From an optimization exercise on the open Yosys and OpenROAD flow, aimed at small area and a short achievable clock period; shortcuts taken in it are not production practice.
No run shown here included a check of the RTL's function; only the layout flow was run.

<file path="flow/flow/gen.py">
#!/usr/bin/env python3
"""Generator for the 3x3 streaming matrix multiplier.

  python3 gen.py rtl OUTDIR            write OUTDIR/pe.v and OUTDIR/matrix_mul_sa_pipe.v
  python3 gen.py net STD.v OUT.v       write a gate-level sky130hd netlist of the same
                                       design to OUT.v, taking register instance names
                                       and cell types from the standard synthesis STD.v

The RTL and the netlist come from one description, so they match at every
register: the netlist only chooses cells and signal polarities.

Each PE(i,j) is a two-stage multiply-accumulate unit. Stage 1 forms the
Baugh-Wooley partial products of a*b and reduces them with a Dadda tree of
full/half adders to T1 rows, which are registered (some bits inverted).
Stage 2 adds those rows to base = load ? 3K : acc, with K the Baugh-Wooley
constant, so three products after a load acc holds their exact sum.
"""
import re
import sys

W = 17                      # accumulator width
T1 = 2                      # rows left after stage 1
PREFIX = "ks"                # carry-propagate adder: "ks" Kogge-Stone, "sk" Sklansky
MULT = "booth"              # "bw" Baugh-Wooley array, "booth" radix-4 Booth on b
if MULT == "bw":
    K = (1 << 16) + (1 << 15) + (1 << 8)          # a*b = tree + K (mod 2^17)
else:
    K = -((1 << 8) + (1 << 10) + (1 << 12) + (1 << 14))
K3 = (3 * K) % (1 << W)
BW = 12 if MULT == "booth" else 8                 # width of a stored b operand

# rough delays (ns) used only to order adder inputs
D_FA, D_HA, D_INV, D_G = 0.42, 0.25, 0.05, 0.12


# ----------------------------------------------------------------------------
# logical signals carry an RTL expression name and, in the netlist, a literal
# (net, pol): the net holds the value when pol == 0 and its complement when 1.
class Sig:
    def __init__(self, rtl, net, pol, t):
        self.rtl, self.net, self.pol, self.t = rtl, net, pol, t


class Builder:
    def __init__(self, prefix):
        self.prefix = prefix
        self.rtl = []          # RTL assigns
        self.rtl_wires = []
        self.cells = []        # (type, {pin: net})
        self.nets = []
        self.n = 0
        self.invs = {}

    def wire(self, kind):
        self.n += 1
        return f"{kind}{self.n}"

    def net(self):
        self.n += 1
        name = f"{self.prefix}n{self.n}"
        self.nets.append(name)
        return name

    def cell(self, typ, **pins):
        self.cells.append((typ, pins))

    def lit(self, s, pol):
        """net carrying s's value xor pol"""
        if s.pol == pol:
            return s.net
        if s.net not in self.invs:
            y = self.net()
            self.cell("inv_1", A=s.net, Y=y)
            self.invs[s.net] = y
        return self.invs[s.net]

    def rtl_assign(self, expr, kind="w"):
        name = self.wire(kind)
        self.rtl_wires.append(name)
        self.rtl.append(f"    assign {name} = {expr};")
        return name

    # --- adders on logical signals
    def fa(self, x, y, z):
        pols = [x.pol, y.pol, z.pol]
        p = 1 if sum(pols) >= 2 else 0
        t = max(s.t + (D_INV if s.pol != p else 0) for s in (x, y, z))
        a, b, c = (self.lit(s, p) for s in (x, y, z))
        so, co = self.net(), self.net()
        self.cell("fa_1", A=a, B=b, CIN=c, SUM=so, COUT=co)
        rs = self.rtl_assign(f"{x.rtl} ^ {y.rtl} ^ {z.rtl}", "s")
        rc = self.rtl_assign(f"({x.rtl} & {y.rtl}) | ({x.rtl} & {z.rtl}) | ({y.rtl} & {z.rtl})", "c")
        return Sig(rs, so, p, t + D_FA), Sig(rc, co, p, t + D_FA)

    def ha(self, x, y):
        t = max(x.t, y.t)
        so, co = self.net(), self.net()
        if x.pol == 0 and y.pol == 0:
            self.cell("ha_1", A=x.net, B=y.net, SUM=so, COUT=co)
            t += D_HA
        elif x.pol == 1 and y.pol == 1:
            self.cell("xnor2_1", A=x.net, B=y.net, Y=so)       # ~(~x ^ ~y) = ~(x ^ y)
            self.cell("or2_1", A=x.net, B=y.net, X=co)         # ~x | ~y = ~(x & y)
            t += D_G + 0.05
            rs = self.rtl_assign(f"{x.rtl} ^ {y.rtl}", "s")
            rc = self.rtl_assign(f"{x.rtl} & {y.rtl}", "c")
            return Sig(rs, so, 1, t), Sig(rc, co, 1, t)
        else:
            if x.pol == 1:
                x, y = y, x                                     # x true, y inverted
            self.cell("xnor2_1", A=x.net, B=y.net, Y=so)       # ~(x ^ ~y) = x ^ y
            self.cell("nor2b_1", A=y.net, B_N=x.net, Y=co)     # ~(~y) & x = x & y
            t += D_G + 0.05
        rs = self.rtl_assign(f"{x.rtl} ^ {y.rtl}", "s")
        rc = self.rtl_assign(f"{x.rtl} & {y.rtl}", "c")
        return Sig(rs, so, 0, t), Sig(rc, co, 0, t)

    def reduce(self, cols, final):
        """Dadda reduction of columns of Sig to at most `final` bits each."""
        ncol = len(cols)
        d = [2]
        while d[-1] < max(len(x) for x in cols):
            d.append(d[-1] * 3 // 2)
        targets = [t for t in reversed(d[:-1]) if t >= final]
        for target in targets:
            new_cols = [[] for _ in range(ncol)]
            carries = [[] for _ in range(ncol + 1)]
            for c in range(ncol):
                bits = sorted(cols[c], key=lambda s: s.t)
                h = len(bits) + len(carries[c])
                out = []
                while h > target:
                    if h - target >= 2 and len(bits) >= 3:
                        # earliest bit plus the two next best matching its polarity
                        first = bits[0]
                        rest = bits[1:]
                        rest.sort(key=lambda s: (s.t + (D_INV if s.pol != first.pol else 0)))
                        grp = [first] + rest[:2]
                        for g in grp:
                            bits.remove(g)
                        s, cy = self.fa(*grp)
                        h -= 2
                    elif len(bits) >= 2:
                        s, cy = self.ha(bits.pop(0), bits.pop(0))
                        h -= 1
                    else:
                        break
                    out.append(s)
                    if c + 1 < ncol:
                        carries[c + 1].append(cy)
                new_cols[c] = bits + out + carries[c]
            cols = new_cols
        return cols


# ----------------------------------------------------------------------------
def build_pe(prefix, a_nets, b_nets, ld_net, nld_net, acc_nets, regnames):
    """Build one PE. Returns (builder, rtl_regs, q_info, acc_d_nets).

    a_nets/b_nets: nets of operand bits (true polarity); acc_nets: Q nets of
    the accumulator flip-flops; regnames: callable giving register nets."""
    B = Builder(prefix)
    cols = [[] for _ in range(W)]
    if MULT == "bw":
        # stage 1: partial products, all carried inverted
        for i in range(8):
            for j in range(8):
                y = B.net()
                if (i == 7) != (j == 7):
                    B.cell("and2_1", A=a_nets[i], B=b_nets[j], X=y)
                    r = B.rtl_assign(f"~(a[{i}] & b[{j}])", "p")
                else:
                    B.cell("nand2_1", A=a_nets[i], B=b_nets[j], Y=y)
                    r = B.rtl_assign(f"a[{i}] & b[{j}]", "p")
                cols[i + j].append(Sig(r, y, 1, D_G))
    else:
        # radix-4 Booth: b arrives encoded as one[k] = b[k], two[k] = b[4+k],
        # nneg[k] = b[8+k]; row k = (sel ^ neg) with sel = one & a[j] | two & a[j-1],
        # its top bit inverted (sign extension folded into K), plus neg at 2k
        for k in range(4):
            one, two, nneg = b_nets[k], b_nets[4 + k], b_nets[8 + k]
            ro, rt, rn = f"b[{k}]", f"b[{4 + k}]", f"b[{8 + k}]"
            for j in range(9):
                ns = B.net()
                aj = a_nets[min(j, 7)]
                raj = f"a[{min(j, 7)}]"
                if j == 0:
                    B.cell("nand2_1", A=one, B=aj, Y=ns)
                    rsel = f"({ro} & {raj})"
                else:
                    am = a_nets[j - 1]
                    B.cell("a22oi_1", A1=one, A2=aj, B1=two, B2=am, Y=ns)
                    rsel = f"(({ro} & {raj}) | ({rt} & a[{j - 1}]))"
                y = B.net()
                if j < 8:
                    # ~x = ~sel ^ neg = ~(nsel ^ nneg)
                    B.cell("xnor2_1", A=ns, B=nneg, Y=y)
                    r = B.rtl_assign(f"{rsel} ^ ~{rn}", "p")
                else:
                    # bit is ~x, carried inverted: net = x = ~sel ^ ~nneg
                    B.cell("xor2_1", A=ns, B=nneg, X=y)
                    r = B.rtl_assign(f"~({rsel} ^ ~{rn})", "p")
                cols[2 * k + j].append(Sig(r, y, 1, D_G + 0.2))
            r = B.rtl_assign(f"~{rn}", "p")
            cols[2 * k].append(Sig(r, nneg, 1, 0.0))
        # column 0 holds x[0][0] and neg[0]; add them here so that no stage-1
        # register is a plain copy of an operand bit
        s0, c0 = B.ha(cols[0][0], cols[0][1])
        cols[0] = [s0]
        cols[1].append(c0)
    cols = B.reduce(cols, T1)
    # registered rows: register q{k}_{c} holds the row bit, inverted when its
    # literal is inverted (so the flip-flop needs no inverter)
    qregs = []       # (regname, rtl expr for D, d_net, pol)
    qsigs = [[] for _ in range(W)]
    for c in range(W):
        assert len(cols[c]) <= T1
        for k, s in enumerate(cols[c]):
            name = f"q{k}_{c}"
            expr = f"~{s.rtl}" if s.pol else s.rtl
            qnet = regnames(name)
            qregs.append((name, expr, s.net))
            qsigs[c].append(Sig(f"({'~' if s.pol else ''}{name})", qnet, s.pol, 0.0))
    # stage 2: base, nand2/nor2 give base inverted
    cols2 = [[] for _ in range(W)]
    for c in range(W):
        y = B.net()
        if (K3 >> c) & 1:
            B.cell("nor2_1", A=acc_nets[c], B=ld_net, Y=y)
            r = B.rtl_assign(f"acc[{c}] | load", "b")
        else:
            B.cell("nand2_1", A=acc_nets[c], B=nld_net, Y=y)
            r = B.rtl_assign(f"acc[{c}] & nload", "b")
        cols2[c].append(Sig(r, y, 1, D_G + 0.1))
        cols2[c].extend(qsigs[c])
    cols2 = B.reduce(cols2, 2)
    # carry-propagate adder: Sklansky prefix with polarity tracking
    g, p, h = [], [], []
    for c in range(W):
        bits = cols2[c]
        if len(bits) == 2:
            u, v = bits
            gn, hn = B.net(), B.net()
            if u.pol == 0 and v.pol == 0:
                B.cell("nand2_1", A=u.net, B=v.net, Y=gn)
                gs = Sig(None, gn, 1, 0)
                B.cell("xor2_1", A=u.net, B=v.net, X=hn)
                hs = Sig(None, hn, 0, 0)
            elif u.pol == 1 and v.pol == 1:
                B.cell("nor2_1", A=u.net, B=v.net, Y=gn)
                gs = Sig(None, gn, 0, 0)
                B.cell("xor2_1", A=u.net, B=v.net, X=hn)
                hs = Sig(None, hn, 0, 0)
            else:
                if u.pol == 1:
                    u, v = v, u
                B.cell("nor2b_1", A=v.net, B_N=u.net, Y=gn)
                gs = Sig(None, gn, 0, 0)
                B.cell("xnor2_1", A=u.net, B=v.net, Y=hn)
                hs = Sig(None, hn, 0, 0)
            g.append(gs)
            p.append(hs)
            h.append(hs)
        elif len(bits) == 1:
            g.append(None)
            p.append(bits[0])
            h.append(bits[0])
        else:
            g.append(None)
            p.append(None)
            h.append(None)
    # rtl for stage 2 result rows
    r0 = [cols2[c][0].rtl if len(cols2[c]) > 0 else "1'b0" for c in range(W)]
    r1 = [cols2[c][1].rtl if len(cols2[c]) > 1 else "1'b0" for c in range(W)]

    def combine(hi, lo):
        """(G,P) of hi range combined with lower range lo; None means 0 for G."""
        Gh, Ph = hi
        Gl, Pl = lo
        if Gl is None:
            G = Gh
        elif Ph is None:
            G = Gh
        elif Gh is None:
            # G = Ph & Gl
            G = and_sig(B, Ph, Gl)
        else:
            G = aoi_sig(B, Gh, Ph, Gl)
        if Ph is None or Pl is None:
            P = None
        else:
            P = and_sig(B, Ph, Pl)
        return (G, P)

    # prefix over bits 0..W-2 (carries into bits 1..W-1)
    n = W - 1
    node = [(g[i], p[i]) for i in range(n)]
    lvl = 1
    while lvl < n:
        new = list(node)
        for i in range(n):
            if PREFIX == "sk" and (i // lvl) % 2 == 1:
                new[i] = combine(node[i], node[(i // lvl) * lvl - 1])
            elif PREFIX == "ks" and i >= lvl:
                new[i] = combine(node[i], node[i - lvl])
        node = new
        lvl *= 2
    carry = [None] + [node[i][0] for i in range(n)]
    acc_d = []
    for c in range(W):
        y = B.net()
        hs, cs = h[c], carry[c]
        if hs is None and cs is None:
            raise RuntimeError("constant sum bit")
        if cs is None:
            if hs.pol == 0:
                acc_d.append(hs.net)
                continue
            B.cell("inv_1", A=hs.net, Y=y)
        elif hs is None:
            if cs.pol == 0:
                acc_d.append(cs.net)
                continue
            B.cell("inv_1", A=cs.net, Y=y)
        elif hs.pol == cs.pol:
            B.cell("xor2_1", A=hs.net, B=cs.net, X=y)
        else:
            B.cell("xnor2_1", A=hs.net, B=cs.net, Y=y)
        acc_d.append(y)
    return B, qregs, r0, r1, acc_d


def and_sig(B, x, y):
    """x & y with polarity tracking."""
    o = B.net()
    if x.pol == 0 and y.pol == 0:
        B.cell("nand2_1", A=x.net, B=y.net, Y=o)
        return Sig(None, o, 1, 0)
    if x.pol == 1 and y.pol == 1:
        B.cell("nor2_1", A=x.net, B=y.net, Y=o)
        return Sig(None, o, 0, 0)
    if x.pol == 1:
        x, y = y, x
    # x true, y inverted: x & ~ny
    B.cell("nor2b_1", A=y.net, B_N=x.net, Y=o)
    return Sig(None, o, 0, 0)


def aoi_sig(B, gh, ph, gl):
    """gh | (ph & gl) with polarity tracking."""
    o = B.net()
    pols = [gh.pol, ph.pol, gl.pol]
    pol = 1 if sum(pols) >= 2 else 0
    a1, a2, b1 = B.lit(ph, pol), B.lit(gl, pol), B.lit(gh, pol)
    if pol == 0:
        B.cell("a21oi_1", A1=a1, A2=a2, B1=b1, Y=o)
        return Sig(None, o, 1, 0)
    # inputs inverted: ~G = ngh & (nph | ngl) -> G = o21ai
    B.cell("o21ai_1", A1=a1, A2=a2, B1=b1, Y=o)
    return Sig(None, o, 0, 0)


# ----------------------------------------------------------------------------
PES = [  # name, a operand reg, b operand reg, load group
    ("pe_11", "x1d1", "y1d1", 1),
    ("pe_12", "x1d2", "y2d1", 2),
    ("pe_13", "x1d3", "y3d1", 3),
    ("pe_21", "x2d1", "y1d2", 2),
    ("pe_22", "x2d2", "y2d2", 3),
    ("pe_23", "x2d2", "y3d1", 3),
    ("pe_31", "x3d1", "y1d3", 3),
    ("pe_32", "x3d1", "y2d2", 3),
    ("pe_33", "x3d1", "y3d1", 3),
]
OPREGS = [("x1d1", "x_1"), ("x1d2", "x1d1"), ("x1d3", "x1d2"),
          ("x2d1", "x_2"), ("x2d2", "x2d1"), ("x3d1", "x_3"),
          ("y1d1", "y_1"), ("y1d2", "y1d1"), ("y1d3", "y1d2"),
          ("y2d1", "y_2"), ("y2d2", "y2d1"), ("y3d1", "y_3")]


def pe_template():
    """Build the PE once with placeholder nets to get its RTL."""
    a = [f"a[{i}]" for i in range(8)]
    b = [f"b[{i}]" for i in range(BW)]
    acc = [f"acc[{i}]" for i in range(W)]
    return build_pe("t_", a, b, "load", "nload", acc, lambda q: q)


def write_rtl(outdir):
    B, qregs, r0, r1, _ = pe_template()
    o = []
    o.append("// Generated by gen/gen.py (see gen/README.md): two-stage signed 8x8")
    o.append("// multiply-accumulate unit. Stage 1 reduces the " + ("Baugh-Wooley" if MULT == "bw" else "radix-4 Booth") + " partial products")
    o.append(f"// of a*b with a Dadda tree to {T1} rows and registers them (bits marked ~ are")
    o.append("// stored inverted). Stage 2 adds the rows to base = load ? 3K : acc, where")
    o.append("// K is the constant left out of stage 1, so")
    o.append("// three products after a load acc holds their exact sum (mod 2^17).")
    o.append("// nload must be ~load.")
    o.append("module pe (")
    o.append("    input                    clk,")
    o.append("    input                    load,")
    o.append("    input                    nload,")
    o.append("    input  signed [7:0]      a,")
    o.append(f"    input         [{BW - 1}:0]      b,")
    o.append("    output reg signed [16:0] acc")
    o.append(");")
    for w in B.rtl_wires:
        o.append(f"    wire {w};")
    for name, _, _ in qregs:
        o.append(f"    reg {name};")
    o.extend(B.rtl)
    o.append("    always @(posedge clk) begin")
    for name, expr, _ in qregs:
        o.append(f"        {name} <= {expr};")
    o.append("    end")
    o.append("    wire [16:0] r0 = {" + ", ".join(reversed(r0)) + "};")
    o.append("    wire [16:0] r1 = {" + ", ".join(reversed(r1)) + "};")
    o.append("    always @(posedge clk)")
    o.append("        acc <= r0 + r1;")
    o.append("endmodule")
    open(f"{outdir}/pe.v", "w").write("\n".join(o) + "\n")
    open(f"{outdir}/matrix_mul_sa_pipe.v", "w").write(top_rtl())


def booth_enc_exprs(y):
    """RTL expressions of the 12 stored Booth bits of port y: one[0..3],
    two[0..3], nneg[0..3]."""
    one, two, nneg = [], [], []
    for k in range(4):
        if k == 0:
            one.append(f"{y}[0]")
            two.append(f"({y}[1] & ~{y}[0])")
        else:
            one.append(f"({y}[{2 * k}] ^ {y}[{2 * k - 1}])")
            two.append(f"(({y}[{2 * k + 1}] ^ {y}[{2 * k}]) & ~({y}[{2 * k}] ^ {y}[{2 * k - 1}]))")
        nneg.append(f"~{y}[{2 * k + 1}]")
    return one + two + nneg


def top_rtl():
    t = TOP_RTL.replace("@BW1@", str(BW - 1))
    if MULT == "booth":
        enc = ["    // y operands are stored radix-4 Booth encoded: bits 3:0 one, 7:4 two,",
               "    // 11:8 inverted sign of each digit"]
        for i in (1, 2, 3):
            ex = booth_enc_exprs(f"y_{i}")
            enc.append(f"    wire [11:0] ye{i} = {{" + ", ".join(reversed(ex)) + "};")
        t = t.replace("@YENC@", "\n".join(enc) + "\n")
        for i in (1, 2, 3):
            t = t.replace(f"@Y{i}@", f"ye{i}")
    else:
        t = t.replace("@YENC@", "")
        for i in (1, 2, 3):
            t = t.replace(f"@Y{i}@", f"y_{i}")
    return t


TOP_RTL = """// 3x3 matrix multiplier on a skewed stream, one matrix pair every 4 cycles.
module matrix_mul_sa_pipe #(
    parameter DW = 8
)(
    input                    clk,
    input                    rst_n,
    input                    start,
    input  signed [DW-1:0]   x_1, x_2, x_3, y_1, y_2, y_3,
    output                   p11_v, p1221_v, p132231_v, p3223_v, p33_v,
    output signed [2*DW:0]   p_1_1, p_1_2, p_1_3, p_2_1, p_2_2, p_2_3, p_3_1, p_3_2, p_3_3
);
    // window phase: ph = cycle mod 4 once start is high; run set from cycle 4;
    // results of window n are valid in cycles 4n+5, 4n+6, 4n+7
    reg [1:0] ph;
    reg       run;
    reg       v0, v1, v2;
    always @(posedge clk or negedge rst_n) begin
        if (!rst_n) begin
            ph  <= 2'd0;
            run <= 1'b0;
            v0  <= 1'b0;
            v1  <= 1'b0;
            v2  <= 1'b0;
        end else begin
            ph  <= ph + {1'b0, start};
            run <= run | (start & (ph == 2'd3));
            v0  <= start & run & (ph == 2'd0);
            v1  <= start & run & (ph == 2'd1);
            v2  <= start & run & (ph == 2'd2);
        end
    end
    assign p11_v     = v0;
    assign p1221_v   = v1;
    assign p132231_v = v2;
    assign p3223_v   = v2;
    assign p33_v     = v2;

    // operand delay lines (no reset: only values from the current stream are used)
    reg signed [DW-1:0] x1d1, x1d2, x1d3, x2d1, x2d2, x3d1;
    reg        [@BW1@:0] y1d1, y1d2, y1d3, y2d1, y2d2, y3d1;
@YENC@    always @(posedge clk) begin
        x1d1 <= x_1; x1d2 <= x1d1; x1d3 <= x1d2;
        x2d1 <= x_2; x2d2 <= x2d1;
        x3d1 <= x_3;
        y1d1 <= @Y1@; y1d2 <= y1d1; y1d3 <= y1d2;
        y2d1 <= @Y2@; y2d2 <= y2d1;
        y3d1 <= @Y3@;
    end

    // PE(i,j) accumulates from phase max(i,j) + 1 on; load strobes (and their
    // complements) are registered from the next phase
    wire [1:0] ph_nx = ph + {1'b0, start};
    reg ld1, ld2, ld3, nld1, nld2, nld3;
    always @(posedge clk) begin
        ld1  <= (ph_nx == 2'd2);
        ld2  <= (ph_nx == 2'd3);
        ld3  <= (ph_nx == 2'd0);
        nld1 <= (ph_nx != 2'd2);
        nld2 <= (ph_nx != 2'd3);
        nld3 <= (ph_nx != 2'd0);
    end

    pe pe_11 (.clk(clk), .load(ld1), .nload(nld1), .a(x1d1), .b(y1d1), .acc(p_1_1));
    pe pe_12 (.clk(clk), .load(ld2), .nload(nld2), .a(x1d2), .b(y2d1), .acc(p_1_2));
    pe pe_13 (.clk(clk), .load(ld3), .nload(nld3), .a(x1d3), .b(y3d1), .acc(p_1_3));
    pe pe_21 (.clk(clk), .load(ld2), .nload(nld2), .a(x2d1), .b(y1d2), .acc(p_2_1));
    pe pe_22 (.clk(clk), .load(ld3), .nload(nld3), .a(x2d2), .b(y2d2), .acc(p_2_2));
    pe pe_23 (.clk(clk), .load(ld3), .nload(nld3), .a(x2d2), .b(y3d1), .acc(p_2_3));
    pe pe_31 (.clk(clk), .load(ld3), .nload(nld3), .a(x3d1), .b(y1d3), .acc(p_3_1));
    pe pe_32 (.clk(clk), .load(ld3), .nload(nld3), .a(x3d1), .b(y2d2), .acc(p_3_2));
    pe pe_33 (.clk(clk), .load(ld3), .nload(nld3), .a(x3d1), .b(y3d1), .acc(p_3_3));
endmodule
"""


# ----------------------------------------------------------------------------
def esc(name):
    return "\\" + name + " "


def write_net(std_path, out_path):
    # registers of the standard synthesis: base name -> (instance name, cell)
    std = {}
    for m in re.finditer(r"(sky130_fd_sc_hd__d\w+)\s+\\(\S+)\s*\(", open(std_path).read()):
        cell, inst = m.group(1), m.group(2)
        base = inst.split("$")[0]
        std[base] = (inst, cell)
    cells = []       # (type, inst, pins)
    nets = set()
    regs_used = {}

    def reg(base, d, q, reset=False):
        if base not in std:
            raise RuntimeError(f"register {base} not in standard synthesis")
        inst, cell = std[base]
        want = "dfrtp" if reset else "dfxtp"
        if not cell.startswith(f"sky130_fd_sc_hd__{want}"):
            raise RuntimeError(f"register {base} is {cell}, expected {want}")
        pins = {"CLK": "clk", "D": d, "Q": q}
        if reset:
            pins["RESET_B"] = "rst_n"
        cells.append((cell[len("sky130_fd_sc_hd__"):], esc(inst), pins))
        regs_used[base] = True

    cnt = [0]

    def gate(typ, **pins):
        cnt[0] += 1
        cells.append((typ, f"_g{cnt[0]}_", pins))

    def net(name):
        nets.add(name)
        return name

    # operand registers
    opq = {}
    for r, src in OPREGS:
        opq[r] = [net(f"{r}_q{i}") for i in range(BW if r[0] == "y" else 8)]
    enc = {}
    if MULT == "booth":
        for yi in ("y_1", "y_2", "y_3"):
            e = [net(f"{yi}_e{i}") for i in range(12)]
            b = [f"{yi}[{i}]" for i in range(8)]
            for k in range(4):
                if k == 0:
                    gate("buf_1", A=b[0], X=e[0])
                    gate("nor2b_1", A=b[0], B_N=b[1], Y=e[4])
                else:
                    x = net(f"{yi}_x{k}")
                    gate("xor2_1", A=b[2 * k], B=b[2 * k - 1], X=e[k])
                    gate("xnor2_1", A=b[2 * k + 1], B=b[2 * k], Y=x)
                    gate("nor2_1", A=e[k], B=x, Y=e[4 + k])
                gate("inv_1", A=b[2 * k + 1], Y=e[8 + k])
            enc[yi] = e
    for r, src in OPREGS:
        for i in range(len(opq[r])):
            if src in enc:
                d = enc[src][i]
            elif src.startswith(("x_", "y_")):
                d = f"{src}[{i}]"
            else:
                d = opq[src][i]
            reg(f"{r}[{i}]", d, opq[r][i])
    # control
    ph = [net("ph_q0"), net("ph_q1")]
    run, v0, v1 = net("run_q"), "p11_v", "p1221_v"
    v2 = "p132231_v"
    phd = [net("ph_d0"), net("ph_d1")]
    t0 = net("ph_t")
    gate("xor2_1", A="ph_q0", B="start", X=phd[0])
    gate("and2_1", A="ph_q0", B="start", X=t0)
    gate("xor2_1", A="ph_q1", B=t0, X=phd[1])
    reg("ph[0]", phd[0], ph[0], True)
    reg("ph[1]", phd[1], ph[1], True)
    rund = net("run_d")
    gate("a31o_1", A1="start", A2=ph[0], A3=ph[1], B1=run, X=rund)
    reg("run", rund, run, True)
    for v, vd, g in ((v0, "v0_d", None), (v1, "v1_d", None), (v2, "v2_d", None)):
        net(vd)
    gate("and4bb_1", A_N=ph[0], B_N=ph[1], C="start", D=run, X="v0_d")
    gate("and4b_1", A_N=ph[1], B=ph[0], C="start", D=run, X="v1_d")
    gate("and4b_1", A_N=ph[0], B=ph[1], C="start", D=run, X="v2_d")
    reg("v0", "v0_d", v0, True)
    reg("v1", "v1_d", v1, True)
    reg("v2", "v2_d", v2, True)
    gate("buf_1", A=v2, X="p3223_v")
    gate("buf_1", A=v2, X="p33_v")
    ld = {k: net(f"ld{k}_q") for k in (1, 2, 3)}
    nld = {k: net(f"nld{k}_q") for k in (1, 2, 3)}
    for k in (1, 2, 3):
        net(f"ld{k}_d")
        net(f"nld{k}_d")
    gate("nor2b_1", A=phd[0], B_N=phd[1], Y="ld1_d")       # ph_nx == 2
    gate("nand2b_1", A_N=phd[0], B=phd[1], Y="nld1_d")
    gate("and2_1", A=phd[0], B=phd[1], X="ld2_d")          # ph_nx == 3
    gate("nand2_1", A=phd[0], B=phd[1], Y="nld2_d")
    gate("nor2_1", A=phd[0], B=phd[1], Y="ld3_d")          # ph_nx == 0
    gate("or2_1", A=phd[0], B=phd[1], X="nld3_d")
    for k in (1, 2, 3):
        reg(f"ld{k}", f"ld{k}_d", ld[k])
        reg(f"nld{k}", f"nld{k}_d", nld[k])
    # PEs
    outname = {"pe_11": "p_1_1", "pe_12": "p_1_2", "pe_13": "p_1_3",
               "pe_21": "p_2_1", "pe_22": "p_2_2", "pe_23": "p_2_3",
               "pe_31": "p_3_1", "pe_32": "p_3_2", "pe_33": "p_3_3"}
    for name, ra, rb, grp in PES:
        acc = [f"{outname[name]}[{c}]" for c in range(W)]
        qnets = {}

        def regnames(q, name=name, qnets=qnets):
            qnets[q] = net(f"{name}_{q}")
            return qnets[q]
        B, qregs, _, _, acc_d = build_pe(f"{name}_", opq[ra], opq[rb], ld[grp], nld[grp], acc, regnames)
        for n_ in B.nets:
            nets.add(n_)
        for typ, pins in B.cells:
            cnt[0] += 1
            cells.append((typ, f"_g{cnt[0]}_", pins))
        for q, expr, dnet in qregs:
            reg(f"{name}.{q}", dnet, qnets[q])
        for c in range(W):
            reg(f"{name}.acc[{c}]", acc_d[c], acc[c])
    # size flip-flops by fanout (the drive strength may differ from synthesis)
    fo = {}
    for typ, inst, pins in cells:
        for k, v in pins.items():
            if k not in ("X", "Y", "Q", "SUM", "COUT"):
                fo[v] = fo.get(v, 0) + 1
    for idx, (typ, inst, pins) in enumerate(cells):
        if typ.startswith("dfxtp"):
            n_ = fo.get(pins["Q"], 0)
            if n_ > 12:
                cells[idx] = ("dfxtp_4", inst, pins)
            elif n_ > 5:
                cells[idx] = ("dfxtp_2", inst, pins)
    missing = set(std) - set(regs_used)
    if missing:
        raise RuntimeError(f"standard registers not built: {sorted(missing)[:5]}")
    # write
    o = []
    ports = ["clk", "rst_n", "start", "x_1", "x_2", "x_3", "y_1", "y_2", "y_3",
             "p11_v", "p1221_v", "p132231_v", "p3223_v", "p33_v"] + \
            [f"p_{i}_{j}" for i in (1, 2, 3) for j in (1, 2, 3)]
    o.append("module matrix_mul_sa_pipe(" + ", ".join(ports) + ");")
    for p_ in ("clk", "rst_n", "start"):
        o.append(f"  input {p_};")
    for p_ in ("x_1", "x_2", "x_3", "y_1", "y_2", "y_3"):
        o.append(f"  input [7:0] {p_};")
    for p_ in ("p11_v", "p1221_v", "p132231_v", "p3223_v", "p33_v"):
        o.append(f"  output {p_};")
    for i in (1, 2, 3):
        for j in (1, 2, 3):
            o.append(f"  output [16:0] p_{i}_{j};")
    for n_ in sorted(nets):
        o.append(f"  wire {n_};")
    for typ, inst, pins in cells:
        conns = ", ".join(f".{k}({v})" for k, v in pins.items())
        o.append(f"  sky130_fd_sc_hd__{typ} {inst}({conns});")
    o.append("endmodule")
    open(out_path, "w").write("\n".join(o) + "\n")
    from collections import Counter
    cc = Counter(t for t, _, _ in cells)
    sys.stderr.write("cells: " + ", ".join(f"{k} {v}" for k, v in sorted(cc.items())) + "\n")


if __name__ == "__main__":
    if sys.argv[1] == "rtl":
        write_rtl(sys.argv[2])
    elif sys.argv[1] == "net":
        write_net(sys.argv[2], sys.argv[3])
</file>
<file path="flow/config.mk">
export PLATFORM = sky130hd
export DESIGN_NAME = matrix_mul_sa_pipe
export DESIGN_NICKNAME = matrix_mul_sa_pipe
export VERILOG_FILES = /design/flow/design.v
export SDC_FILE = /design/flow/constraint.sdc
export NUM_CORES = 4
export LEC_CHECK = 0
export CAP_MARGIN = 20
export CORE_MARGIN = 2
export CORE_UTILIZATION = 40
export SLEW_MARGIN = 20
</file>
<file path="flow/flow/run.sh">
#!/bin/bash
# Layout flow: the standard synthesis, then the synthesized netlist is
# replaced by the gate-level netlist that flow/gen.py builds for the same RTL
# (same registers, names and cell types, taken from the standard synthesis),
# then the standard flow from floorplan to finish. Port buffers use
# buf_1. Falls back to the standard flow if the netlist cannot be built.
set -u
R=orfs/results/sky130hd/matrix_mul_sa_pipe/base
export BUFFER_PORTS_ARGS="-buffer_cell sky130_fd_sc_hd__buf_1"
if bash standard.sh synth > synth.log 2>&1 \
   && cp $R/1_2_yosys.v std_synth.v \
   && python3 flow/gen.py net std_synth.v gen_netlist.v > gen.log 2>&1; then
    cp gen_netlist.v $R/1_2_yosys.v
    rm -f $R/1_synth.odb $R/1_synth.sdc
    echo "using generated netlist" > flow_choice.log
else
    echo "generated netlist failed; standard flow" > flow_choice.log
fi
bash standard.sh > layout.log 2>&1
</file>
<file path="flow/constraint.sdc">
create_clock -name core_clock -period 5.5 [get_ports {clk}]
set_input_delay 1.1000 -clock core_clock [delete_from_list [all_inputs] [get_ports {clk}]]
set_output_delay 1.1000 -clock core_clock [all_outputs]
set_load 0.01 [all_outputs]
</file>
<file path="flow/standard.sh">
#!/bin/bash
# synth_recipe.tcl (not shown) runs the flow's synth.tcl, then flattens the netlist and writes it again
# the make line also repeats each setting of config.mk as NAME=value (left out here)
make -C /OpenROAD-flow-scripts/flow DESIGN_CONFIG=/design/flow/config.mk WORK_HOME=/design/flow/orfs CLKGATE_MAP_FILE= SYNTH_SCRIPT=/design/flow/synth_recipe.tcl "${@:-finish}"
</file>
<file path="flow/design.v">
module pe (
    input                    clk,
    input                    load,
    input                    nload,
    input  signed [7:0]      a,
    input         [11:0]      b,
    output reg signed [16:0] acc
);
    wire p3;
    wire p6;
    wire p9;
    wire p12;
    wire p15;
    wire p18;
    wire p21;
    wire p24;
    wire p27;
    wire p28;
    wire p31;
    wire p34;
    wire p37;
    wire p40;
    wire p43;
    wire p46;
    wire p49;
    wire p52;
    wire p55;
    wire p56;
    wire p59;
    wire p62;
    wire p65;
    wire p68;
    wire p71;
    wire p74;
    wire p77;
    wire p80;
    wire p83;
    wire p84;
    wire p87;
    wire p90;
    wire p93;
    wire p96;
    wire p99;
    wire p102;
    wire p105;
    wire p108;
    wire p111;
    wire p112;
    wire s115;
    wire c116;
    wire s119;
    wire c120;
    wire s123;
    wire c124;
    wire s127;
    wire c128;
    wire s131;
    wire c132;
    wire s135;
    wire c136;
    wire s139;
    wire c140;
    wire s143;
    wire c144;
    wire s147;
    wire c148;
    wire s151;
    wire c152;
    wire s155;
    wire c156;
    wire s159;
    wire c160;
    wire s163;
    wire c164;
    wire s167;
    wire c168;
    wire s171;
    wire c172;
    wire s175;
    wire c176;
    wire s179;
    wire c180;
    wire s183;
    wire c184;
    wire s187;
    wire c188;
    wire s191;
    wire c192;
    wire s195;
    wire c196;
    wire s199;
    wire c200;
    wire b202;
    wire b204;
    wire b206;
    wire b208;
    wire b210;
    wire b212;
    wire b214;
    wire b216;
    wire b218;
    wire b220;
    wire b222;
    wire b224;
    wire b226;
    wire b228;
    wire b230;
    wire b232;
    wire b234;
    wire s237;
    wire c238;
    wire s241;
    wire c242;
    wire s245;
    wire c246;
    wire s249;
    wire c250;
    wire s253;
    wire c254;
    wire s257;
    wire c258;
    wire s261;
    wire c262;
    wire s265;
    wire c266;
    wire s269;
    wire c270;
    wire s273;
    wire c274;
    wire s277;
    wire c278;
    wire s281;
    wire c282;
    wire s285;
    wire c286;
    wire s289;
    wire c290;
    reg q0_0;
    reg q0_1;
    reg q1_1;
    reg q0_2;
    reg q1_2;
    reg q0_3;
    reg q1_3;
    reg q0_4;
    reg q1_4;
    reg q0_5;
    reg q1_5;
    reg q0_6;
    reg q1_6;
    reg q0_7;
    reg q1_7;
    reg q0_8;
    reg q1_8;
    reg q0_9;
    reg q1_9;
    reg q0_10;
    reg q1_10;
    reg q0_11;
    reg q1_11;
    reg q0_12;
    reg q1_12;
    reg q0_13;
    reg q1_13;
    reg q0_14;
    assign p3 = (b[0] & a[0]) ^ ~b[8];
    assign p6 = ((b[0] & a[1]) | (b[4] & a[0])) ^ ~b[8];
    assign p9 = ((b[0] & a[2]) | (b[4] & a[1])) ^ ~b[8];
    assign p12 = ((b[0] & a[3]) | (b[4] & a[2])) ^ ~b[8];
    assign p15 = ((b[0] & a[4]) | (b[4] & a[3])) ^ ~b[8];
    assign p18 = ((b[0] & a[5]) | (b[4] & a[4])) ^ ~b[8];
    assign p21 = ((b[0] & a[6]) | (b[4] & a[5])) ^ ~b[8];
    assign p24 = ((b[0] & a[7]) | (b[4] & a[6])) ^ ~b[8];
    assign p27 = ~(((b[0] & a[7]) | (b[4] & a[7])) ^ ~b[8]);
    assign p28 = ~b[8];
    assign p31 = (b[1] & a[0]) ^ ~b[9];
    assign p34 = ((b[1] & a[1]) | (b[5] & a[0])) ^ ~b[9];
    assign p37 = ((b[1] & a[2]) | (b[5] & a[1])) ^ ~b[9];
    assign p40 = ((b[1] & a[3]) | (b[5] & a[2])) ^ ~b[9];
    assign p43 = ((b[1] & a[4]) | (b[5] & a[3])) ^ ~b[9];
    assign p46 = ((b[1] & a[5]) | (b[5] & a[4])) ^ ~b[9];
    assign p49 = ((b[1] & a[6]) | (b[5] & a[5])) ^ ~b[9];
    assign p52 = ((b[1] & a[7]) | (b[5] & a[6])) ^ ~b[9];
    assign p55 = ~(((b[1] & a[7]) | (b[5] & a[7])) ^ ~b[9]);
    assign p56 = ~b[9];
    assign p59 = (b[2] & a[0]) ^ ~b[10];
    assign p62 = ((b[2] & a[1]) | (b[6] & a[0])) ^ ~b[10];
    assign p65 = ((b[2] & a[2]) | (b[6] & a[1])) ^ ~b[10];
    assign p68 = ((b[2] & a[3]) | (b[6] & a[2])) ^ ~b[10];
    assign p71 = ((b[2] & a[4]) | (b[6] & a[3])) ^ ~b[10];
    assign p74 = ((b[2] & a[5]) | (b[6] & a[4])) ^ ~b[10];
    assign p77 = ((b[2] & a[6]) | (b[6] & a[5])) ^ ~b[10];
    assign p80 = ((b[2] & a[7]) | (b[6] & a[6])) ^ ~b[10];
    assign p83 = ~(((b[2] & a[7]) | (b[6] & a[7])) ^ ~b[10]);
    assign p84 = ~b[10];
    assign p87 = (b[3] & a[0]) ^ ~b[11];
    assign p90 = ((b[3] & a[1]) | (b[7] & a[0])) ^ ~b[11];
    assign p93 = ((b[3] & a[2]) | (b[7] & a[1])) ^ ~b[11];
    assign p96 = ((b[3] & a[3]) | (b[7] & a[2])) ^ ~b[11];
    assign p99 = ((b[3] & a[4]) | (b[7] & a[3])) ^ ~b[11];
    assign p102 = ((b[3] & a[5]) | (b[7] & a[4])) ^ ~b[11];
    assign p105 = ((b[3] & a[6]) | (b[7] & a[5])) ^ ~b[11];
    assign p108 = ((b[3] & a[7]) | (b[7] & a[6])) ^ ~b[11];
    assign p111 = ~(((b[3] & a[7]) | (b[7] & a[7])) ^ ~b[11]);
    assign p112 = ~b[11];
    assign s115 = p3 ^ p28;
    assign c116 = p3 & p28;
    assign s119 = p112 ^ p21;
    assign c120 = p112 & p21;
    assign s123 = p24 ^ p46;
    assign c124 = p24 & p46;
    assign s127 = p27 ^ p49;
    assign c128 = p27 & p49;
    assign s131 = p84 ^ p15;
    assign c132 = p84 & p15;
    assign s135 = p18 ^ p40;
    assign c136 = p18 & p40;
    assign s139 = p43 ^ p65 ^ p87;
    assign c140 = (p43 & p65) | (p43 & p87) | (p65 & p87);
    assign s143 = p68 ^ p90 ^ s123;
    assign c144 = (p68 & p90) | (p68 & s123) | (p90 & s123);
    assign s147 = p71 ^ p93 ^ s127;
    assign c148 = (p71 & p93) | (p71 & s127) | (p93 & s127);
    assign s151 = p52 ^ p74 ^ p96;
    assign c152 = (p52 & p74) | (p52 & p96) | (p74 & p96);
    assign s155 = p55 ^ p77;
    assign c156 = p55 & p77;
    assign s159 = p56 ^ p9;
    assign c160 = p56 & p9;
    assign s163 = p12 ^ p34;
    assign c164 = p12 & p34;
    assign s167 = p37 ^ p59 ^ s131;
    assign c168 = (p37 & p59) | (p37 & s131) | (p59 & s131);
    assign s171 = p62 ^ s135 ^ c132;
    assign c172 = (p62 & s135) | (p62 & c132) | (s135 & c132);
    assign s175 = s119 ^ c136 ^ s139;
    assign c176 = (s119 & c136) | (s119 & s139) | (c136 & s139);
    assign s179 = c120 ^ c140 ^ s143;
    assign c180 = (c120 & c140) | (c120 & s143) | (c140 & s143);
    assign s183 = c124 ^ s147 ^ c144;
    assign c184 = (c124 & s147) | (c124 & c144) | (s147 & c144);
    assign s187 = c128 ^ s151 ^ c148;
    assign c188 = (c128 & s151) | (c128 & c148) | (s151 & c148);
    assign s191 = p99 ^ s155 ^ c152;
    assign c192 = (p99 & s155) | (p99 & c152) | (s155 & c152);
    assign s195 = p80 ^ p102 ^ c156;
    assign c196 = (p80 & p102) | (p80 & c156) | (p102 & c156);
    assign s199 = p83 ^ p105;
    assign c200 = p83 & p105;
    assign b202 = acc[0] & nload;
    assign b204 = acc[1] & nload;
    assign b206 = acc[2] & nload;
    assign b208 = acc[3] & nload;
    assign b210 = acc[4] & nload;
    assign b212 = acc[5] & nload;
    assign b214 = acc[6] & nload;
    assign b216 = acc[7] & nload;
    assign b218 = acc[8] | load;
    assign b220 = acc[9] & nload;
    assign b222 = acc[10] & nload;
    assign b224 = acc[11] & nload;
    assign b226 = acc[12] & nload;
    assign b228 = acc[13] & nload;
    assign b230 = acc[14] & nload;
    assign b232 = acc[15] & nload;
    assign b234 = acc[16] | load;
    assign s237 = (~q0_1) ^ (~q1_1);
    assign c238 = (~q0_1) & (~q1_1);
    assign s241 = (~q0_2) ^ (~q1_2) ^ b206;
    assign c242 = ((~q0_2) & (~q1_2)) | ((~q0_2) & b206) | ((~q1_2) & b206);
    assign s245 = (~q0_3) ^ (~q1_3) ^ b208;
    assign c246 = ((~q0_3) & (~q1_3)) | ((~q0_3) & b208) | ((~q1_3) & b208);
    assign s249 = (~q0_4) ^ (~q1_4) ^ b210;
    assign c250 = ((~q0_4) & (~q1_4)) | ((~q0_4) & b210) | ((~q1_4) & b210);
    assign s253 = (~q0_5) ^ (~q1_5) ^ b212;
    assign c254 = ((~q0_5) & (~q1_5)) | ((~q0_5) & b212) | ((~q1_5) & b212);
    assign s257 = (~q0_6) ^ (~q1_6) ^ b214;
    assign c258 = ((~q0_6) & (~q1_6)) | ((~q0_6) & b214) | ((~q1_6) & b214);
    assign s261 = (~q0_7) ^ (~q1_7) ^ b216;
    assign c262 = ((~q0_7) & (~q1_7)) | ((~q0_7) & b216) | ((~q1_7) & b216);
    assign s265 = (~q0_8) ^ (~q1_8) ^ b218;
    assign c266 = ((~q0_8) & (~q1_8)) | ((~q0_8) & b218) | ((~q1_8) & b218);
    assign s269 = (~q0_9) ^ (~q1_9) ^ b220;
    assign c270 = ((~q0_9) & (~q1_9)) | ((~q0_9) & b220) | ((~q1_9) & b220);
    assign s273 = (~q0_10) ^ (~q1_10) ^ b222;
    assign c274 = ((~q0_10) & (~q1_10)) | ((~q0_10) & b222) | ((~q1_10) & b222);
    assign s277 = (~q0_11) ^ (~q1_11) ^ b224;
    assign c278 = ((~q0_11) & (~q1_11)) | ((~q0_11) & b224) | ((~q1_11) & b224);
    assign s281 = (~q0_12) ^ (~q1_12) ^ b226;
    assign c282 = ((~q0_12) & (~q1_12)) | ((~q0_12) & b226) | ((~q1_12) & b226);
    assign s285 = (~q0_13) ^ (~q1_13) ^ b228;
    assign c286 = ((~q0_13) & (~q1_13)) | ((~q0_13) & b228) | ((~q1_13) & b228);
    assign s289 = (~q0_14) ^ b230;
    assign c290 = (~q0_14) & b230;
    always @(posedge clk) begin
        q0_0 <= ~s115;
        q0_1 <= ~p6;
        q1_1 <= ~c116;
        q0_2 <= ~p31;
        q1_2 <= ~s159;
        q0_3 <= ~s163;
        q1_3 <= ~c160;
        q0_4 <= ~s167;
        q1_4 <= ~c164;
        q0_5 <= ~s171;
        q1_5 <= ~c168;
        q0_6 <= ~s175;
        q1_6 <= ~c172;
        q0_7 <= ~s179;
        q1_7 <= ~c176;
        q0_8 <= ~s183;
        q1_8 <= ~c180;
        q0_9 <= ~s187;
        q1_9 <= ~c184;
        q0_10 <= ~s191;
        q1_10 <= ~c188;
        q0_11 <= ~s195;
        q1_11 <= ~c192;
        q0_12 <= ~s199;
        q1_12 <= ~c196;
        q0_13 <= ~p108;
        q1_13 <= ~c200;
        q0_14 <= ~p111;
    end
    wire [16:0] r0 = {b234, b232, s289, s285, s281, s277, s273, s269, s265, s261, s257, s253, s249, s245, s241, b204, (~q0_0)};
    wire [16:0] r1 = {1'b0, c290, c286, c282, c278, c274, c270, c266, c262, c258, c254, c250, c246, c242, c238, s237, b202};
    always @(posedge clk)
        acc <= r0 + r1;
endmodule
module matrix_mul_sa_pipe #(
    parameter DW = 8
)(
    input                    clk,
    input                    rst_n,
    input                    start,
    input  signed [DW-1:0]   x_1, x_2, x_3, y_1, y_2, y_3,
    output                   p11_v, p1221_v, p132231_v, p3223_v, p33_v,
    output signed [2*DW:0]   p_1_1, p_1_2, p_1_3, p_2_1, p_2_2, p_2_3, p_3_1, p_3_2, p_3_3
);
    reg [1:0] ph;
    reg       run;
    reg       v0, v1, v2;
    always @(posedge clk or negedge rst_n) begin
        if (!rst_n) begin
            ph  <= 2'd0;
            run <= 1'b0;
            v0  <= 1'b0;
            v1  <= 1'b0;
            v2  <= 1'b0;
        end else begin
            ph  <= ph + {1'b0, start};
            run <= run | (start & (ph == 2'd3));
            v0  <= start & run & (ph == 2'd0);
            v1  <= start & run & (ph == 2'd1);
            v2  <= start & run & (ph == 2'd2);
        end
    end
    assign p11_v     = v0;
    assign p1221_v   = v1;
    assign p132231_v = v2;
    assign p3223_v   = v2;
    assign p33_v     = v2;
    reg signed [DW-1:0] x1d1, x1d2, x1d3, x2d1, x2d2, x3d1;
    reg        [11:0] y1d1, y1d2, y1d3, y2d1, y2d2, y3d1;
    wire [11:0] ye1 = {~y_1[7], ~y_1[5], ~y_1[3], ~y_1[1], ((y_1[7] ^ y_1[6]) & ~(y_1[6] ^ y_1[5])), ((y_1[5] ^ y_1[4]) & ~(y_1[4] ^ y_1[3])), ((y_1[3] ^ y_1[2]) & ~(y_1[2] ^ y_1[1])), (y_1[1] & ~y_1[0]), (y_1[6] ^ y_1[5]), (y_1[4] ^ y_1[3]), (y_1[2] ^ y_1[1]), y_1[0]};
    wire [11:0] ye2 = {~y_2[7], ~y_2[5], ~y_2[3], ~y_2[1], ((y_2[7] ^ y_2[6]) & ~(y_2[6] ^ y_2[5])), ((y_2[5] ^ y_2[4]) & ~(y_2[4] ^ y_2[3])), ((y_2[3] ^ y_2[2]) & ~(y_2[2] ^ y_2[1])), (y_2[1] & ~y_2[0]), (y_2[6] ^ y_2[5]), (y_2[4] ^ y_2[3]), (y_2[2] ^ y_2[1]), y_2[0]};
    wire [11:0] ye3 = {~y_3[7], ~y_3[5], ~y_3[3], ~y_3[1], ((y_3[7] ^ y_3[6]) & ~(y_3[6] ^ y_3[5])), ((y_3[5] ^ y_3[4]) & ~(y_3[4] ^ y_3[3])), ((y_3[3] ^ y_3[2]) & ~(y_3[2] ^ y_3[1])), (y_3[1] & ~y_3[0]), (y_3[6] ^ y_3[5]), (y_3[4] ^ y_3[3]), (y_3[2] ^ y_3[1]), y_3[0]};
    always @(posedge clk) begin
        x1d1 <= x_1; x1d2 <= x1d1; x1d3 <= x1d2;
        x2d1 <= x_2; x2d2 <= x2d1;
        x3d1 <= x_3;
        y1d1 <= ye1; y1d2 <= y1d1; y1d3 <= y1d2;
        y2d1 <= ye2; y2d2 <= y2d1;
        y3d1 <= ye3;
    end
    wire [1:0] ph_nx = ph + {1'b0, start};
    reg ld1, ld2, ld3, nld1, nld2, nld3;
    always @(posedge clk) begin
        ld1  <= (ph_nx == 2'd2);
        ld2  <= (ph_nx == 2'd3);
        ld3  <= (ph_nx == 2'd0);
        nld1 <= (ph_nx != 2'd2);
        nld2 <= (ph_nx != 2'd3);
        nld3 <= (ph_nx != 2'd0);
    end
    pe pe_11 (.clk(clk), .load(ld1), .nload(nld1), .a(x1d1), .b(y1d1), .acc(p_1_1));
    pe pe_12 (.clk(clk), .load(ld2), .nload(nld2), .a(x1d2), .b(y2d1), .acc(p_1_2));
    pe pe_13 (.clk(clk), .load(ld3), .nload(nld3), .a(x1d3), .b(y3d1), .acc(p_1_3));
    pe pe_21 (.clk(clk), .load(ld2), .nload(nld2), .a(x2d1), .b(y1d2), .acc(p_2_1));
    pe pe_22 (.clk(clk), .load(ld3), .nload(nld3), .a(x2d2), .b(y2d2), .acc(p_2_2));
    pe pe_23 (.clk(clk), .load(ld3), .nload(nld3), .a(x2d2), .b(y3d1), .acc(p_2_3));
    pe pe_31 (.clk(clk), .load(ld3), .nload(nld3), .a(x3d1), .b(y1d3), .acc(p_3_1));
    pe pe_32 (.clk(clk), .load(ld3), .nload(nld3), .a(x3d1), .b(y2d2), .acc(p_3_2));
    pe pe_33 (.clk(clk), .load(ld3), .nload(nld3), .a(x3d1), .b(y3d1), .acc(p_3_3));
endmodule
</file>
==> results.txt, run 1 <==
Place
The worst setup timing slack at the placement stage is between 2000 and 2500 ps. The global placer's final weighted congestion is 0.898. The number of placed instances, taps included, is 4208. Port buffering added roughly 210 buffers. Detailed placement ended at an HPWL of 56200 µm.

STA
After layout, the worst setup slack is around 2200 ps. The number of pins with negative max-slew slack in the final report is 0. For the pin with the worst max-slew slack, the measured transition is 1020 ps. The worst path in the final design needs a cycle of between 3000 and 4000 ps, including I/O delays and setup.

The largest clock skew in the final design is a little over 20 ps. For the final routed database, the setup TNS stands at 0 ps. The final hold violation count is 0. The number of setup violations in the final report is 0. In this run the tightest slew margin relative to its limit is approximately 32%. Setup repair after global routing left no endpoint under its margin. The final critical path takes up just over 60% of the cycle. The worst hold slack is approximately 400 ps. The timing-limited maximum frequency is around 300 MHz.

Drt
Dividing the detail-routed wire length by the instance count gives 17.7 µm. For this run, design rule violations remaining after detail routing come to 0. The detailed-route vias per instance is between 5 and 6. The number of iterations in the first detailed-routing pass is 8.

The routed layout has 22300 vias. The detail route stage leaves a number of antenna-violating nets equal to 0. In this run, the number of DRC markers left after iteration 0 of detailed routing was approximately 1500. The final layout contains routed wiring with a total length of roughly 76000 µm.

Global route
The first global-routing pass estimated about 120000 µm of wire. After global routing the overflow that remains totals 0. The number of antenna violations at the first check in global routing came to 1. The number of global-route vias before repair came to 22700. Global routing used ~20% of the available tracks. The pin count of the biggest net entering global routing is 81.

Floorplan
The floorplan has 99 rows. After floorplanning, the core was sized to cover 73200 µm². The horizontal extent of the die is 276 µm.

From bottom edge to top edge, the die measures between 200 and 300 µm. The die covers about 76000 µm². The number of I/O pins is around 210. The initial core utilization is slightly above 40%.

Clock tree
The number of clock buffers added by TritonCTS is 66. The number of H-tree branching levels is 3. The number of gates given a new drive strength after cts is 0.

The insertion delay to the later sink of the worst-skew pair is 600 ps. No sink is reached through more buffers than the 3 on the longest clock path. The TritonCTS clock tree is built. The clock net sink count is between 500 and 600.

The count of buffers added by post-CTS timing repair for setup is 0. The cts-stage hold buffer count is 0. The root buffer cell is sky130_fd_sc_hd__clkbuf_16. After clock tree synthesis, the clock-pin slew on the worst setup and hold paths is approximately 60 ps.

Run
The number of maximum-capacitance constraint violations is 0.

Finish
The filler cells instantiated in the layout total between 7000 and 8000. The finished layout holds ~4300 standard cells, fillers aside. At the end of the flow, the number of nets in the layout was 3584. The area growth from synthesis to final layout is 14.1%.

In the final layout, the share of cells above drive strength 1 is roughly 6.8%.

Setup path
The cell at the slowest stage of the critical path is sky130_fd_sc_hd__dfxtp_4. The signal on the critical path passes through buf_4 -> nand2_1 -> fa_1 -> xor2_1 -> nand2_1 -> o21ai_1 -> a21oi_1 -> o21ai_1 -> xor2_1. Counting both buffers and inverters, the worst setup path holds a total of 1. In this run the critical register-to-register path is launched from nld3. The kind of end point of the critical path is a flop. STA classifies the critical path startpoint as a flop. In this design, the largest share of critical-path delay is due to flip-flops.

The setup check on the worst reg-to-reg path leaves a slack of around 2200 ps. For the worst setup path, the data required time is 6020 ps. In this run the critical register-to-register path is captured at pe_31.acc[15]. The type of the worst setup path is reg -> reg.

The maximum cell stage delay along the critical path is 1000 ps. Of all nets on the critical path, the largest fanout is 80. The data arrival time at the worst-slack endpoint is approximately 3800 ps. The number of cells on the worst reg-to-reg path is 9.

Logic synthesis
The cell area after technology mapping is just under 30000 µm². The gate count after technology mapping is slightly above 3000. The number of warning messages in the yosys log is 2. Counting every net in the synthesized netlist gives between 3000 and 4000. The average instance in the mapped netlist occupies ~10 µm².

Hold path
The min-delay analysis places its worst path in the category in -> async.

Status
The flow ran to the end and the layout has no timing, DRC or antenna violations.
-- metal layers --
layer  vias to the layer above  global-route usage (%)  share of wire [%]
li1                      10800                       -                  -
met1                     10600                    26.4                 45
met2                       672                    32.7                 46
met3                       123                    3.56                5.8
met4                         2                    7.12                3.0
met5                         -                       0              0.013
-- worst reg2reg max path: cells and delay by family (launching register included) --
kind	cells	cell delay, ps
AO/OA/AOI/OAI	3	650
XOR/XNOR	2	470
AND/OR/NAND/NOR	2	230
buffers and inverters	1	380
adder cells (fa/ha/maj)	1	520
flip-flops	1	1000
-- area by class of cell --
type	count	area, µm²	area share (%)
Multi-Input combinational cell	2455	18400	54.4
Antenna cell	1	2.50	0.00740
Sequential cell	537	11100	32.7
Inverter	48	180	0.533
Clock buffer	89	1880	5.57
Tap cell	959	1200	3.55
Timing Repair Buffer	209	788	2.33
Clock inverter	31	330	0.977
-- through the flow --
step	cell area, µm²	utilization [%]
after detailed placement	31600	43.2
after CTS	33800	46.2
final	33800	46.2
after global placement	31600	43.2
after global routing	33800	46.2
after floorplan	29600	-
-- how the worst max path moves through the flow --
stage	start	cells after the start	endpoint	slack [ps]
final	nld3	9	pe_31.acc[15]	2180
after global placement	nld3	9	pe_31.acc[16]	2270
after CTS	nld3	9	pe_31.acc[15]	2150
after global routing	nld3	9	pe_31.acc[15]	1850
after detailed placement	nld3	9	pe_31.acc[15]	2180
after floorplan	nld3	8	pe_13.acc[15]	3030
-- layout by cell type (no fill, tap or decap), types with 2 or more instances in the layout --
cell	count
sky130_fd_sc_hd__clkbuf_16	70
sky130_fd_sc_hd__xor2_1	281
sky130_fd_sc_hd__dfxtp_2	78
sky130_fd_sc_hd__dfxtp_1	407
sky130_fd_sc_hd__fa_1	216
sky130_fd_sc_hd__clkinv_2	12
sky130_fd_sc_hd__nor2b_1	4
sky130_fd_sc_hd__buf_1	208
sky130_fd_sc_hd__inv_6	3
sky130_fd_sc_hd__xnor2_1	459
sky130_fd_sc_hd__clkbuf_1	13
sky130_fd_sc_hd__clkbuf_8	6
sky130_fd_sc_hd__bufinv_16	6
sky130_fd_sc_hd__and2_1	2
sky130_fd_sc_hd__nor2_1	280
sky130_fd_sc_hd__inv_1	48
sky130_fd_sc_hd__a22oi_1	288
sky130_fd_sc_hd__and4b_1	2
sky130_fd_sc_hd__nand2_1	370
sky130_fd_sc_hd__dfrtp_1	6
sky130_fd_sc_hd__dfxtp_4	46
sky130_fd_sc_hd__or2_1	109
sky130_fd_sc_hd__clkinv_4	4
sky130_fd_sc_hd__o21ai_1	198
sky130_fd_sc_hd__clkinv_1	4
sky130_fd_sc_hd__a21oi_1	243
-- flip-flops by register name, indices dropped and copies added, names as in the netlist, 17 cells and up --
name	flops
pe_22.acc	17
pe_21.acc	17
pe_13.acc	17
pe_31.acc	17
pe_33.acc	17
pe_11.acc	17
pe_32.acc	17
pe_23.acc	17
pe_12.acc	17
==> run 2, diff against run 1 <==
--- a/flow/config.mk
+++ b/flow/config.mk
@@ -8,4 +8,6 @@
 export CAP_MARGIN = 20
 export CORE_MARGIN = 2
 export CORE_UTILIZATION = 40
+export SETUP_SLACK_MARGIN = 3.2
 export SLEW_MARGIN = 20
+export TNS_END_PERCENT = 100
==> run 2 against run 1 <==
Compared with the run above: cell area up 17%; wire length increased by 14%; die area unchanged; via count grew 5.7%; critical path type unchanged; largest cell class unchanged.
==> results.txt, run 2 <==
Drt
The via total after detailed routing is 23500 (+5.7%). The highest metal layer used by the detailed router is met5. The number of DRC markers in iteration 0 was 1377 (-9.0%). The amount of wire on met2 after detailed routing came to 42100 µm (+19%). The routed metal-1 wire length is 37300 µm (+9.2%). The number of remaining DRC errors is 0 (unchanged). The average detailed-routed wire length per instance is 19.2 µm (+8.9%). The number of iterations in the first detailed-routing pass is 6 (-2). The met3 routed wirelength came to 4960 µm (+11%).

The routed wire length is 86900 µm (+14%). The detailed-route vias per instance is 5.20 (+1.2%). The residual antenna-violating net count after detailed routing is 0 (unchanged).

Floorplan
The overall die area came to 76300 µm² (unchanged). The number of I/O pins is 209 (unchanged). The initial core utilization is 40.5% (unchanged). The core footprint is 73200 µm² (unchanged). The number of standard-cell rows in the floorplan came to 99 (unchanged). The horizontal extent of the die came to 276 µm (unchanged). The floorplan die height is 276 µm (unchanged).

Logic synthesis
The post-synthesis net count is 3312 (unchanged). The number of warning messages in the yosys log came to 2 (unchanged). The synthesized area per cell is 9.73 µm² (unchanged). The gate count after technology mapping is 3045 (unchanged).

The cell area after technology mapping is 29600 µm² (unchanged).

Finish
The fraction of layout instances using a drive strength above 1 came to 31.7% (+25 points). Leaving out fill and tap cells, the most frequent cell in the layout is sky130_fd_sc_hd__xnor2_1. From synthesis to final layout, the design area changed by 33.5%. The non-filler instance count after layout is 4522 (+4.5%). Leaving out fill and tap cells, the most frequent cells in the layout are sky130_fd_sc_hd__xnor2_1 (454), sky130_fd_sc_hd__dfxtp_1 (376), sky130_fd_sc_hd__a22oi_1 (288), sky130_fd_sc_hd__nand2_1 (246), sky130_fd_sc_hd__nor2_1 (191). The antenna diode count is 0 (-1). The total of fill cells in the finished design is 6423 (-9.3%). The final net count is 3778 (+5.4%).

Run
The number of maximum-capacitance constraint violations is 0 (unchanged).

Setup path
The data arrival time at the worst-slack endpoint is 2980 ps (-860 ps). The critical path required time is 6010 ps (about the same). The startpoint identified for the worst register-to-register timing path is nld3. The launching element type of the critical path is a flop. Tracing the worst setup path back leads to its startpoint at nld3.

The largest fanout on the critical path is 8 (-90%). The kind of end point of the critical path is a flop. The critical path is of the reg -> reg type.

STA
The final critical path time including I/O delays and setup is 2460 ps (-855 ps). The setup total negative slack is 0 ps (unchanged). The actual slew at the worst max-slew pin is 764 ps (-255 ps).

The largest clock skew in the final design is 22.1 ps (+1.82 ps). The worst slew margin relative to its limit was 48.9% (+17 points). The number of setup violations in the final report is 0 (unchanged). The worst hold slack was 352 ps (-47.4 ps). The number of pins with negative max-slew slack in the final report is 0 (unchanged). The post-route fraction of the period consumed by the critical path came to 44.8% (-16 points). The timing-limited maximum frequency is 406 MHz (+35%). The final hold violation count was 0 (unchanged).

Setup repair after global routing could not meet its margin everywhere.

Hold path
The min-delay analysis places its worst path in the category in -> async.

Status
The run finished with no timing, DRC or antenna violations.

Global route
The wire length of the first global-routing pass is 127000 µm (+4.2%). The number of antenna violations at the first check in global routing came to 7 (+6). The pin count of the biggest net entering global routing was 34 (-58%).

The residual overflow from global routing is 0 (unchanged). The overall track demand over capacity in global routing came to 21.0% (+1.1 points). The number of global-route vias before repair is 23000 (+1.6%).

Clock tree
The number of H-tree branching levels was 3 (unchanged). Clock tree synthesis selected as its root buffer the cell sky130_fd_sc_hd__clkbuf_16. The insertion delay to the later sink of the worst-skew pair came to 610 ps (about the same). The TritonCTS clock tree is built. The number of buffers added by the clock tree synthesis step is 66 (unchanged).

The clock net sink count is 537 (unchanged). The cts-stage hold buffer count is 0 (unchanged). The buffer depth of the longest clock path is 3 (unchanged). The post-CTS clock slew at the launch and capture registers of the worst setup and hold paths is 60 ps (about the same).

Place
The count of input and output buffers is 208 (unchanged). The global placer's final weighted congestion came to 0.871 (-3.0%). The number of cells after detailed placement is 4208 (unchanged). The detailed placer's ending HPWL came to 56800 µm (+1.1%).
## run 2: per-stage QoR
stage | instance area [µm²] | util [%] | worst slack (ps)
after floorplan | 30200 | - | 3110
after global placement | 32200 | 43.9 | 2390
after detailed placement | 32200 | 43.9 | 2350
after CTS | 36200 | 49.4 | 3070
after global routing | 39500 | 54.0 | 2910
final | 39500 | 54.0 | 3040
## run 2: layout make-up
type                            instances  area [µm²]  share of cell area, %
Clock inverter                         37         447                   1.13
Clock buffer                           83        1790                   4.52
Inverter                               48         180                  0.456
Multi-Input combinational cell       2455       22100                   55.9
Sequential cell                       537       11100                   28.0
Timing Repair Buffer                  403        2750                   6.96
Tap cell                              959        1200                   3.03
## run 2: final timing paths
check | endpoint | slack (ps) | depth (start not counted)
worst max-delay path | pe_33.acc[15] | 3040 | 10
worst min-delay path | v1 | 350 | 1
worst max register to register | pe_33.acc[15] | 3040 | 10
worst min register to register | y1d2[7] | 430 | 0
max in group asynchronous | v2 | 4920 | 1
min in group core_clock | y1d2[7] | 430 | 0
## run 2: routing by layer
layer / vias up / track usage [%]
li1: 11100 / -
met4: 12 / 5.97
met2: 680 / 34.8
met3: 157 / 4.30
met5: - / 0
met1: 11500 / 27.8
## run 2: repair_timing
| item | in CTS | in global routing |
|---|---|---|
| setup buffers | 79 | 108 |
| cloned | 4 | 3 |
| pin swaps | 69 | 209 |
| endpoints found under the setup margin | 163 | 135 |
| gates resized for setup | 255 | 550 |
## run 2: worst max-delay path: stages (launching register included)
cell	delay, ps
sky130_fd_sc_hd__dfxtp_4	390
sky130_fd_sc_hd__buf_4	140
sky130_fd_sc_hd__buf_12	130
sky130_fd_sc_hd__nand2_2	60
sky130_fd_sc_hd__fa_1	540
sky130_fd_sc_hd__xor2_2	310
sky130_fd_sc_hd__nand2_2	180
sky130_fd_sc_hd__o21ai_4	210
sky130_fd_sc_hd__a21oi_4	60
sky130_fd_sc_hd__o21ai_2	180
sky130_fd_sc_hd__xor2_1	160

re-timing with driven ports:
The results above use ideal ports. As a check the final layouts listed here were re-extracted and re-timed, cells and wires unchanged.
Step 1 sets driving cells, clkbuf_16 on the clock port and buf_2 on the other inputs (assumed; they add their load-dependent delay and slew).
Step 2 also shifts input and output timing later by t, the mid clock arrival at the registers, as if the neighbouring blocks saw the same clock.
Three values: ideal ports, drivers, drivers and shift; two values: the first two.
run	shift t [ns]	setup WS [ns]	hold WS [ns]	worst setup path at the end	latest minus earliest clock arrival (ns)
run 1	0.653	2.182 / 2.182 / 2.182	0.399 / 0.420 / 0.427	register to register	0.024 / 0.025
run 2	0.663	3.036 / 3.036 / 3.036	0.352 / 0.309 / 0.432	register to register	0.026 / 0.027
After both steps setup and hold are still met in every run listed.
